This is an optimization exercise on Yosys and OpenROAD, whose aim is small area, not a production implementation. The RTL was checked by simulation tests, not by an equivalence proof against the original design. The flow treats the clock pin as an ideal source, which a real chip does not have. Power figures rest on the tool's default switching activity, not on a simulated workload.

## v6
// top
module top (
    input   logic       clk,
    input   logic       reset_n,
    input   logic       input_spi_clk,
    input   logic       input_spi_mosi,
    input   logic       input_spi_cs_n,
    output  logic       adc_spi_clk,
    input   logic       adc_spi_miso,
    output  logic       adc_spi_mosi,
    output  logic       adc_spi_cs_n,
    output  logic       pwm_a,
    output  logic       pwm_b
);
    logic [9:0]  m;
    logic [5:0]  s;
    logic [9:0]  m_inc;      
    logic [10:0] t;          
    assign t[0] = 1'b1;
    genvar gi;
    generate for (gi = 0; gi < 10; gi = gi + 1) begin : g_m
        assign m_inc[gi] = m[gi] ^ t[gi];
        assign t[gi+1]   = m[gi] & t[gi];
    end endgenerate
    wire [6:0] s_inc = {1'b0, s} + {6'd0, m[4:0] == 5'd2};
    always_ff @(posedge clk) begin
        if (~reset_n) begin
            m <= 10'd2;
            s <= 6'd63;
        end else begin
            m <= m_inc;
            s <= s_inc[5:0] | {1'b0, {3{s_inc[6]}}, 2'b00};
        end
    end
    assign adc_spi_cs_n = (s >= 6'd47);
    assign adc_spi_clk  = ~adc_spi_cs_n & ((m[4:0] >= 5'd19) | (m[4:0] <= 5'd2));
    assign adc_spi_mosi = (s == 6'd28) | (s == 6'd29) | (s == 6'd31);
    logic [8:0] sr;
    always_ff @(posedge clk) begin
        if (m[4:0] == 5'd18 && s >= 6'd33 && s <= 6'd41)
            sr <= {sr[7:0], adc_spi_miso};
    end
    logic [7:0] r8;
    logic       rf;
    always_ff @(posedge clk) begin
        if (s == 6'd45 && m[4:0] == 5'd24) begin
            r8 <= sr[8:1];
            rf <= sr[0] & ~(&sr[8:1]);
        end
    end
    wire rx = r8[7] | (rf & (&r8[6:0]));
    logic       clk_q;
    logic [3:0] since;       
    logic [4:0] bitcnt;
    logic [8:0] bufn;        
    logic [7:0] pn, spn;     
    wire shift = (since == 4'd1) & clk_q;
    wire valid = (bitcnt == 5'd16);
    always_ff @(posedge clk) begin
        clk_q <= input_spi_clk;
        if (input_spi_clk & ~clk_q)
            since <= 4'd0;
        else if (~since[3])
            since <= since + 1'b1;
  ...
==> flow/config.mk <==
export PLATFORM = sky130hd
export DESIGN_NAME = top
export DESIGN_NICKNAME = top
export VERILOG_FILES = /design/flow/design.v
export SDC_FILE = /design/flow/constraint.sdc
export NUM_CORES = 4
export LEC_CHECK = 0
export CAP_MARGIN = 20
export CORE_MARGIN = 2
export CORE_UTILIZATION = 40
export SLEW_MARGIN = 20
export SYNTH_HIERARCHICAL = 1
export SYNTH_MINIMUM_KEEP_SIZE = 0
==> flow/constraint.sdc <==
create_clock -name core_clock -period 10.0 [get_ports {clk}]
set_input_delay 2.0000 -clock core_clock [delete_from_list [all_inputs] [get_ports {clk}]]
set_output_delay 2.0000 -clock core_clock [all_outputs]
set_load 0.01 [all_outputs]
standard.sh (not shown) runs the stock make flow with config.mk's settings and CLKGATE_MAP_FILE= SYNTH_SCRIPT=/design/flow/synth_recipe.tcl, a recipe that flattens the netlist after the stock synthesis.
==> flow/flow/run.sh <==
#!/bin/bash
# The standard layout with four changes: after floorplanning,
# flow/downsize.tcl puts every logic cell at its smallest drive strength
# (the later repair steps size up where needed); the port buffers are buf_1
# cells; clock tree synthesis uses clkbuf_4 buffers without dummy loads; and
# after clock tree synthesis, flow/post_cts.tcl upsizes to clkbuf_8 each
# clock buffer whose flip-flops' clock slew is estimated over 100 ps.
# Each tool's output is in orfs/logs; the make output is in flow_make.log.
set -euo pipefail
here=$(cd "$(dirname "$0")" && pwd)
export BUFFER_PORTS_ARGS="-buffer_cell sky130_fd_sc_hd__buf_1"
export CTS_ARGS="-sink_clustering_enable -repair_clock_nets -dont_use_dummy_load -buf_list sky130_fd_sc_hd__clkbuf_4"
export POST_CTS_TCL="$here/post_cts.tcl"
export PRE_CTS_TCL="$here/pre_cts.tcl"
export POST_FLOORPLAN_TCL="$here/downsize.tcl"
bash standard.sh > flow_make.log 2>&1
==> flow/flow/post_cts.tcl <==
estimate_parasitics -placement
set weak {}
foreach pin [all_registers -clock_pins -edge_triggered] {
  set worst 0
  foreach edge {rise fall} {
    foreach a {min max} {
      set s [get_property $pin slew_${a}_$edge]
      if {$s > $worst} { set worst $s }
    }
  }
  if {$worst > 0.100} {
    set net [get_nets -of_objects $pin]
    foreach drv [get_pins -of_objects $net -filter "direction==output"] {
      lappend weak [get_cells -of_objects $drv]
    }
  }
}
set done {}
foreach c $weak {
  set name [get_property $c full_name]
  if {[lsearch -exact $done $name] >= 0} { continue }
  lappend done $name
  if {[get_property [get_lib_cells -of_objects $c] name] eq "sky130_fd_sc_hd__clkbuf_4"} {
    puts "upsizing clock buffer $name"
    replace_cell $c sky130_fd_sc_hd__clkbuf_8
  }
}
if {[llength $done] > 0} {
  detailed_placement
  check_placement -verbose
  estimate_parasitics -placement
}
==> flow/flow/pre_cts.tcl <==
# Remove the buffers that timing-driven global placement inserted; the
# repair steps after clock tree synthesis size gates up instead where
# timing needs it.
set placed {}
foreach inst [get_cells place*] { lappend placed [get_property $inst full_name] }
if {[llength $placed] > 0} { remove_buffers $placed }
Other scripts of this flow, unchanged in this note and not shown: flow/flow/downsize.tcl
Setup changes, v6 to v7
-- flow/flow/run.sh --
<<< v6, line 13
export POST_CTS_TCL="$here/post_cts.tcl"
export PRE_CTS_TCL="$here/pre_cts.tcl"
export POST_FLOORPLAN_TCL="$here/downsize.tcl"
>>> v7, line 13
export POST_CTS_TCL="$here/post_cts.tcl"
export POST_FLOORPLAN_TCL="$here/downsize.tcl"
-- flow/flow/post_cts.tcl --
<<< v6, line 10
  }
  if {$worst > 0.100} {
    set net [get_nets -of_objects $pin]
>>> v7, line 10
  }
  if {$worst > 0.106} {
    set net [get_nets -of_objects $pin]
removed: flow/flow/pre_cts.tcl
--- outcome ---
- Cmp v7 vs v6: sequential share of layout area lower in v7
- More vias were needed by v7 than by v6.
- Comparing v6 and v7, the lower total power was measured on v7.
- Status: total routing resource utilization after global routing parity (v6, v7)
- For worst setup margin, v6 and v7 come out practically identical.
- Delta (v7 minus v6): clock skew decreased 0.0090 ns; via count of the first global-routing pass increased 1.9%.


Another version of the RTL of top (not shown whole).
For scale: about 72 flip-flops, roughly 11 I/O pins, about 4800 um^2 of cells after synthesis.
export LEC_CHECK = 0
export CAP_MARGIN = 20
export CORE_MARGIN = 2
export CORE_UTILIZATION = 40
export SLEW_MARGIN = 20
export SYNTH_HIERARCHICAL = 1
export SYNTH_MINIMUM_KEEP_SIZE = 0
create_clock -name core_clock -period 10.0 [get_ports {clk}]
==> flow/flow/run.sh <==
#!/bin/bash
# The standard layout with two changes: the port buffers are buf_1
# cells, and clock tree synthesis uses clkbuf_4 buffers without dummy loads.
# Each tool's output is in orfs/logs; the make output is in flow_make.log.
set -euo pipefail
export BUFFER_PORTS_ARGS="-buffer_cell sky130_fd_sc_hd__buf_1"
export CTS_ARGS="-sink_clustering_enable -repair_clock_nets -dont_use_dummy_load -buf_list sky130_fd_sc_hd__clkbuf_4"
bash standard.sh > flow_make.log 2>&1
Next try:
==> flow/flow/run.sh (replaced) <==
#!/bin/bash
# The standard layout, with clock tree synthesis run without dummy loads
# and with clkbuf_4 buffers. Each tool's output is in orfs/logs; the make
# output is in flow_make.log.
set -euo pipefail
export CTS_ARGS="-sink_clustering_enable -repair_clock_nets -dont_use_dummy_load -buf_list sky130_fd_sc_hd__clkbuf_4"
bash standard.sh > flow_make.log 2>&1
After rerunning: The changed run completed without violations; hold slack is better by 0.0060 ns; global-route usage grows by 0.29 points; total power goes up by 1.6%; worst setup slack gets better by 0.022 ns; fmax is about the same; sequential share of layout area decreases by 0.35 points; core utilization is higher by 0.43 points; clock power is about the same; wire length increases by about 2.3%; register-to-register slack gains 0.02 ns; non-clock buffer count decreases by 1.


== the previous run ==
Another version of the RTL of top (not shown whole).
For scale: roughly 430 cells after synthesis, roughly 72 flip-flops, about 11 I/O pins, roughly 0.0048 mm² of cells after synthesis.
// top
module top (
    input   logic       clk,
    input   logic       reset_n,
    input   logic       input_spi_clk,
    input   logic       input_spi_mosi,
    input   logic       input_spi_cs_n,
    output  logic       adc_spi_clk,
    input   logic       adc_spi_miso,
    output  logic       adc_spi_mosi,
    output  logic       adc_spi_cs_n,
    output  logic       pwm_a,
    output  logic       pwm_b
);
    logic [9:0]  n;
    logic [5:0]  s;
    logic [9:0]  n_inc;      
    logic [10:0] t;          
    assign t[0] = 1'b1;
    genvar gi;
    generate for (gi = 0; gi < 10; gi = gi + 1) begin : g_n
        assign n_inc[gi] = n[gi] ^ t[gi];
        assign t[gi+1]   = n[gi] & t[gi];
    end endgenerate
    always_ff @(posedge clk) begin
        if (~reset_n) begin
            n <= '1;
            s <= 6'd35;
        end else begin
            n <= n_inc;
            if (t[5])
                s <= (s == 6'd35) ? 6'd0 : s + 1'b1;
        end
    end
    assign adc_spi_cs_n = (s >= 6'd19);
    assign adc_spi_clk  = ~adc_spi_cs_n & n[4];
    assign adc_spi_mosi = (s == 6'd0) | (s == 6'd1) | (s == 6'd3);
    logic [8:0] sr;
    always_ff @(posedge clk) begin
        if (n[4:0] == 5'd15 && s >= 6'd5 && s <= 6'd13)
            sr <= {sr[7:0], adc_spi_miso};
    end
    logic [7:0] r8;
    logic       rx, rf;
    always_ff @(posedge clk) begin
        if (s == 6'd17 && n[4:0] == 5'd21) begin
            r8 <= sr[8:1];
            rf <= sr[0] & ~(&sr[8:1]);
            rx <= sr[8] | (sr[0] & (&sr[7:1]));
        end
    end
    logic       clk_q;
    logic [3:0] since;       
    logic [4:0] bitcnt;
    logic [8:0] bufn;        
    logic [7:0] pn, spn;     
    wire shift = (since == 4'd1);
    wire valid = (bitcnt == 5'd16);
  ...
==> flow/config.mk <==
export PLATFORM = sky130hd
export DESIGN_NAME = top
export DESIGN_NICKNAME = top
export VERILOG_FILES = /design/flow/design.v
export SDC_FILE = /design/flow/constraint.sdc
export NUM_CORES = 4
export LEC_CHECK = 0
export CAP_MARGIN = 20
export CORE_MARGIN = 2
export CORE_UTILIZATION = 40
export CTS_BUF_LIST = sky130_fd_sc_hd__clkbuf_8
export CTS_CLUSTER_DIAMETER = 200
export CTS_CLUSTER_SIZE = 40
export SLEW_MARGIN = 20
export SYNTH_HIERARCHICAL = 1
export SYNTH_MINIMUM_KEEP_SIZE = 0
==> flow/constraint.sdc <==
create_clock -name core_clock -period 10.0 [get_ports {clk}]
set_input_delay 2.0000 -clock core_clock [delete_from_list [all_inputs] [get_ports {clk}]]
set_output_delay 2.0000 -clock core_clock [all_outputs]
set_load 0.01 [all_outputs]
run.sh (not shown) runs the stock make flow with config.mk's settings and CLKGATE_MAP_FILE= SYNTH_SCRIPT=/design/flow/synth_recipe.tcl, a recipe that flattens the netlist after the stock synthesis.
Stock flow here: none of the scripts above is used.
The inputs of the current run differ from those of the previous run as listed below.
Settings: CTS_CLUSTER_DIAMETER no longer set, was 200; CORE_UTILIZATION now 60, was 40; CTS_BUF_LIST now sky130_fd_sc_hd__clkbuf_4 sky130_fd_sc_hd__clkbuf_8, was sky130_fd_sc_hd__clkbuf_8; CTS_CLUSTER_SIZE now 30, was 40.
==> comparison <==
The current run finished all stages; the layout is clean.
Post-layout minimum cycle time for the current run is higher than for the previous run.
Against the previous run as the reference, the current run delivers a higher utilization.
The current run against the previous run: leakage power summed over all cells grew by about 0.5%; clock network fraction of total power rose 3.5 points.
Compared with the previous run, the current run shows number of fillers in the final layout that has gone down by more than a quarter.
Taking the current run over the previous run, the floorplan core area ratio works out to 0.67.
Portion of total power attributed to combinational logic: the current run < the previous run
From the previous run to the current run the numbers moved as follows: via count did not really move; worst setup slack went down.

what the ideal ports hide:
No port has a modelled driver above. Below, the same layouts with a new extraction and two added sets of constraints.
Step 1: set_driving_cell puts a clkbuf_16 on clk and a buf_2 on each other input, an assumption about the parent block.
Step 2 moves the port delays by t, midway between the first and last clock arrival at a register: inputs arrive t later, outputs are due t later. That takes back most of the time a late clock gives input paths.
a / b / c = ideal ports / drivers / drivers and shift; a / b = the first two.
run | shift t [ns] | setup WS [ns] | hold slack, ns | worst slew at a driven data input, ns
v6 | 0.420 | 0.484 / 0.484 / 0.484 | 0.458 / 0.458 / 0.458 | 0.54
v7 | 0.412 | 0.481 / 0.481 / 0.481 | 0.459 / 0.459 / 0.459 | 0.03
the first run of note 2 | 0.427 | 0.439 / 0.439 / 0.439 | 0.484 / 0.484 / 0.484 | 0.03
the second run of note 2 | 0.434 | 0.462 / 0.462 / 0.462 | 0.490 / 0.490 / 0.490 | 0.03
the previous run | 0.379 | 0.404 / 0.404 / 0.404 | 0.409 / 0.409 / 0.409 | 0.03
the current run | 0.368 | 0.179 / 0.179 / 0.179 | 0.411 / 0.411 / 0.411 | 0.03
After both steps setup and hold are still met in every run listed.
